This is an optimization exercise on Yosys and OpenROAD, whose aim is small area, a short achievable clock period and few clock cycles, not a production implementation. Only simulation tests tie the RTL to the original design; equivalence was not proved. The clock port is modelled as an ideal driver; clocking choices that lean on that would not hold on a real chip.

== run 1 ==
==> flow/design.v (excerpt) <==
module BAS(input clk, input reset, input [8:0]count, input [8:0]seed1, input [8:0]seed2, input [15:0]xi, input [15:0]yi, input [15:0]P, input [15:0]E, output [15:0]xo, output [15:0]yo, output [15:0]fo, output [31:0]clk_cnt, output reg done);
    localparam K_NONE = 3'd0, K_INIT = 3'd1, K_R = 3'd2, K_L = 3'd3, K_T0 = 3'd4, K_T1 = 3'd5;
    reg [15:0] x, y, p, e;
    reg [14:0] f;
    reg [8:0] cnt, itc;
    reg [1:0] pc;                        
    reg act;                             
    reg [1:0] k;                         
    wire s0 = act & (k == 2'd0), s1 = act & (k == 2'd1);
    wire s2 = act & (k == 2'd2), s3 = act & (k == 2'd3);
    wire [15:0] dx, dy, ndx, ndy;
    twin_lfsr lfsr(clk, reset, s3, seed1, seed2, dx, dy, ndx, ndy);
    wire useE = s0 | s1;
    wire useY = (pc == 2'd1) | s1 | s3;
    wire [15:0] ma = useE ? e : p;
    wire [15:0] d = (s2 | s3) ? (useY ? ndy : ndx) : (useY ? dy : dx);
    wire [15:0] mp;
    Bfloat16_mul m1(ma, {1'b0, d[14:0]}, mp);
    reg [14:0] opa, opb, opc, opd;       
    reg [2:0] k1, k2;                    
    reg [14:0] fr;                       
    reg [15:0] x1, y1, xsel, ysel;
    reg sg;
    reg pend;                            
    reg [1:0] c0, c1;                    
    wire [1:0] cs = sg ? c1 : c0;
    wire pred = cs[1];                   
    wire last = (itc + 9'd1 == cnt);
    wire ini = (pc == 2'd2);
    wire pe = s0 | s1;
    wire nz = pe ? (p[14:0] != 15'd0) : (e[14:0] != 15'd0);
    wire neg = s1 | s2;
    wire [14:0] ox = pe ? opa : opc;
    wire [14:0] oy = pe ? opb : opd;
    wire [15:0] sx = {nz & ((pe ? p[15] ^ dx[15] : e[15]) ^ neg), ox};
    wire [15:0] sy = {nz & ((pe ? p[15] ^ dy[15] : e[15]) ^ neg), oy};
    wire [15:0] ax, ay;
    wire usel = pend & pred;             
    wire [15:0] xs = usel ? xsel : x;
    wire [15:0] ys = usel ? ysel : y;
    bf_add_slow a1(xs, sx, ini, ax);
    bf_add_slow a2(ys, sy, ini, ay);
    wire [2:0] k0 = ini ? K_INIT : s0 ? K_R : s1 ? K_L : s2 ? K_T1 : s3 ? K_T0 : K_NONE;
    wire [15:0] u, v;
    fitness_lin lin(x1, y1, u, v);
    reg [15:0] u2, v2;
    wire [14:0] fs;
    fitness_sq sq(u2, v2, fs);
    wire sgn = !(fr > fs);               
    wire le = fs <= f;
    wire dec = (k2 == K_T0) & !sg | (k2 == K_T1) & sg;    
    wire take = dec & le;
  ...
Size in the first run: about 3,800 cells after synthesis.
export LEC_CHECK = 0
export ABC_AREA = 1
export CAP_MARGIN = 20
export CORE_MARGIN = 2
export CORE_UTILIZATION = 60
export CTS_CLUSTER_DIAMETER = 120
export CTS_CLUSTER_SIZE = 24
export SLEW_MARGIN = 20
create_clock -name core_clock -period 72.0 [get_ports {clk}]
standard.sh (not shown) runs the stock make flow with config.mk's settings and CLKGATE_MAP_FILE= SYNTH_SCRIPT=/design/flow/synth_recipe.tcl, a recipe that flattens the netlist after the stock synthesis.
==> flow/flow/run.sh <==
#!/bin/bash
# The standard layout, except:
# - synthesis maps all the logic with the ABC script flow/area.abc, in place
#   of ORFS's area script and without first mapping adders to full/half-adder
#   cells (ADDER_MAP_FILE empty); otherwise synth_recipe.tcl unchanged;
# - plain buf_1 cells as the port buffers;
# - timing repair aiming at 56.2 ns of setup slack, and after CTS a repair
#   of the paths from the inputs only (flow/io_repair.tcl).
set -euo pipefail
W=$PWD
cat > "$W/flow_synth.tcl" <<TCL
proc abc {args} {
  set i [lsearch -exact \$args -script]
  if {\$i >= 0} { lset args [expr {\$i + 1}] $W/flow/area.abc }
  yosys abc {*}\$args
}
source $W/synth_recipe.tcl
TCL
bash standard.sh "SYNTH_SCRIPT=$W/flow_synth.tcl" ADDER_MAP_FILE= "BUFFER_PORTS_ARGS=-buffer_cell sky130_fd_sc_hd__buf_1" SETUP_SLACK_MARGIN=56.2 "POST_CTS_TCL=$W/flow/io_repair.tcl" finish > standard.log 2>&1
==> flow/flow/area.abc <==
strash
ifraig
dc2
dch -f
amap -m
topo
stime -c
buffer -c
upsize -c -D 14500
dnsize -c -D 14500
==> flow/flow/io_repair.tcl <==
# Run after CTS (POST_CTS_TCL): a timing repair of the paths from the inputs
# to the registers only, aiming at 56.9 ns of slack; the other paths are left
# to the standard repair. The false paths are set for this repair only and
# removed again before the design is written.
set_false_path -from [all_registers] -to [all_registers]
set_false_path -to [all_outputs]
repair_timing -setup -setup_margin 56.9 -verbose
sta::unset_path_exceptions -from [all_registers] -to [all_registers]
sta::unset_path_exceptions -to [all_outputs]
detailed_placement
check_placement -verbose
estimate_parasitics -placement
report_worst_slack -max
Testbench counts of run 1, summed over its fixed seeds: cycles 200,424.
Here is what was changed in the inputs of run 2 compared with run 1.
- putting GPL_ROUTABILITY_DRIVEN at 0 where nothing was set
==> flow/flow/area.abc <==
strash
ifraig
dc2
dch -f
amap -m
topo
stime -c
buffer -c
upsize -c -D 12500
dnsize -c -D 12500
==> run summary <==
- Global-route usage in run 2 is 1.6 points lower than in run 1
- Post-route fraction of the period consumed by the critical path of run 2 is on par with run 1.
- Between run 1 and run 2, the difference in arrival time at the worst endpoint is negligible.
- Measured against each other, run 1 and run 2 differ in final setup slack of the worst path, the higher figure coming from run 2.
- From run 1 to run 2 the numbers moved as follows: signed area change from the synthesized netlist to the final layout moved down, shortest period the worst path allows moved down, die area moved up.
--- input diff run 2..run 3 ---
- GPL_ROUTABILITY_DRIVEN removed (was 0)
-- flow/flow/run.sh --
<<< run 2, line 18
TCL
bash standard.sh "SYNTH_SCRIPT=$W/flow_synth.tcl" ADDER_MAP_FILE= "BUFFER_PORTS_ARGS=-buffer_cell sky130_fd_sc_hd__buf_1" SETUP_SLACK_MARGIN=56.2 "POST_CTS_TCL=$W/flow/io_repair.tcl" finish > standard.log 2>&1
>>> run 3, line 18
TCL
bash standard.sh "SYNTH_SCRIPT=$W/flow_synth.tcl" ADDER_MAP_FILE= "BUFFER_PORTS_ARGS=-buffer_cell sky130_fd_sc_hd__buf_1" SETUP_SLACK_MARGIN=56.2 "POST_CTS_TCL=$W/flow/io_repair.tcl" "CTS_ARGS=-sink_clustering_enable -sink_clustering_size 24 -sink_clustering_max_diameter 120 -repair_clock_nets -num_static_layers 1" finish > standard.log 2>&1
==> comparison <==
On final clock period utilization by the worst path, run 2 tracks run 3 almost exactly. Compared run 3 vs run 2, and half-perimeter wire length after placement is up in run 3.

==> separate check: timing with driven ports <==
The flow's constraints put no driver on any port. The routed layouts listed below were extracted and timed again, unchanged, in two steps. Step 1 sets driving cells, clkbuf_16 on the clock port and buf_2 on the other inputs (assumed; they add their load-dependent delay and slew). Step 2, shift: input delay + t, output delay - t, t = (earliest + latest rising clock arrival at the registers) / 2. This alone moves slack from input paths to output paths. a / b / c = ideal ports / drivers / drivers and shift; a / b = the first two.
| run | t (ns) | setup slack, ns | worst data-port slew with drivers (ns) | cell pins on the clock port's net |
|---|---|---|---|---|
| run 1 | 0.591 | 56.410 / 56.351 / 56.180 | 0.16 | 1 |
| run 2 | 0.579 | 56.420 / 56.359 / 56.272 | 0.17 | 1 |
| run 3 | 0.585 | 56.433 / 56.370 / 56.190 | 0.16 | 1 |
After both steps setup and hold are still met in every run listed. For run 3, which loses most, drivers alone change the setup slack by -0.063 ns; drivers and shift together by -0.243 ns.
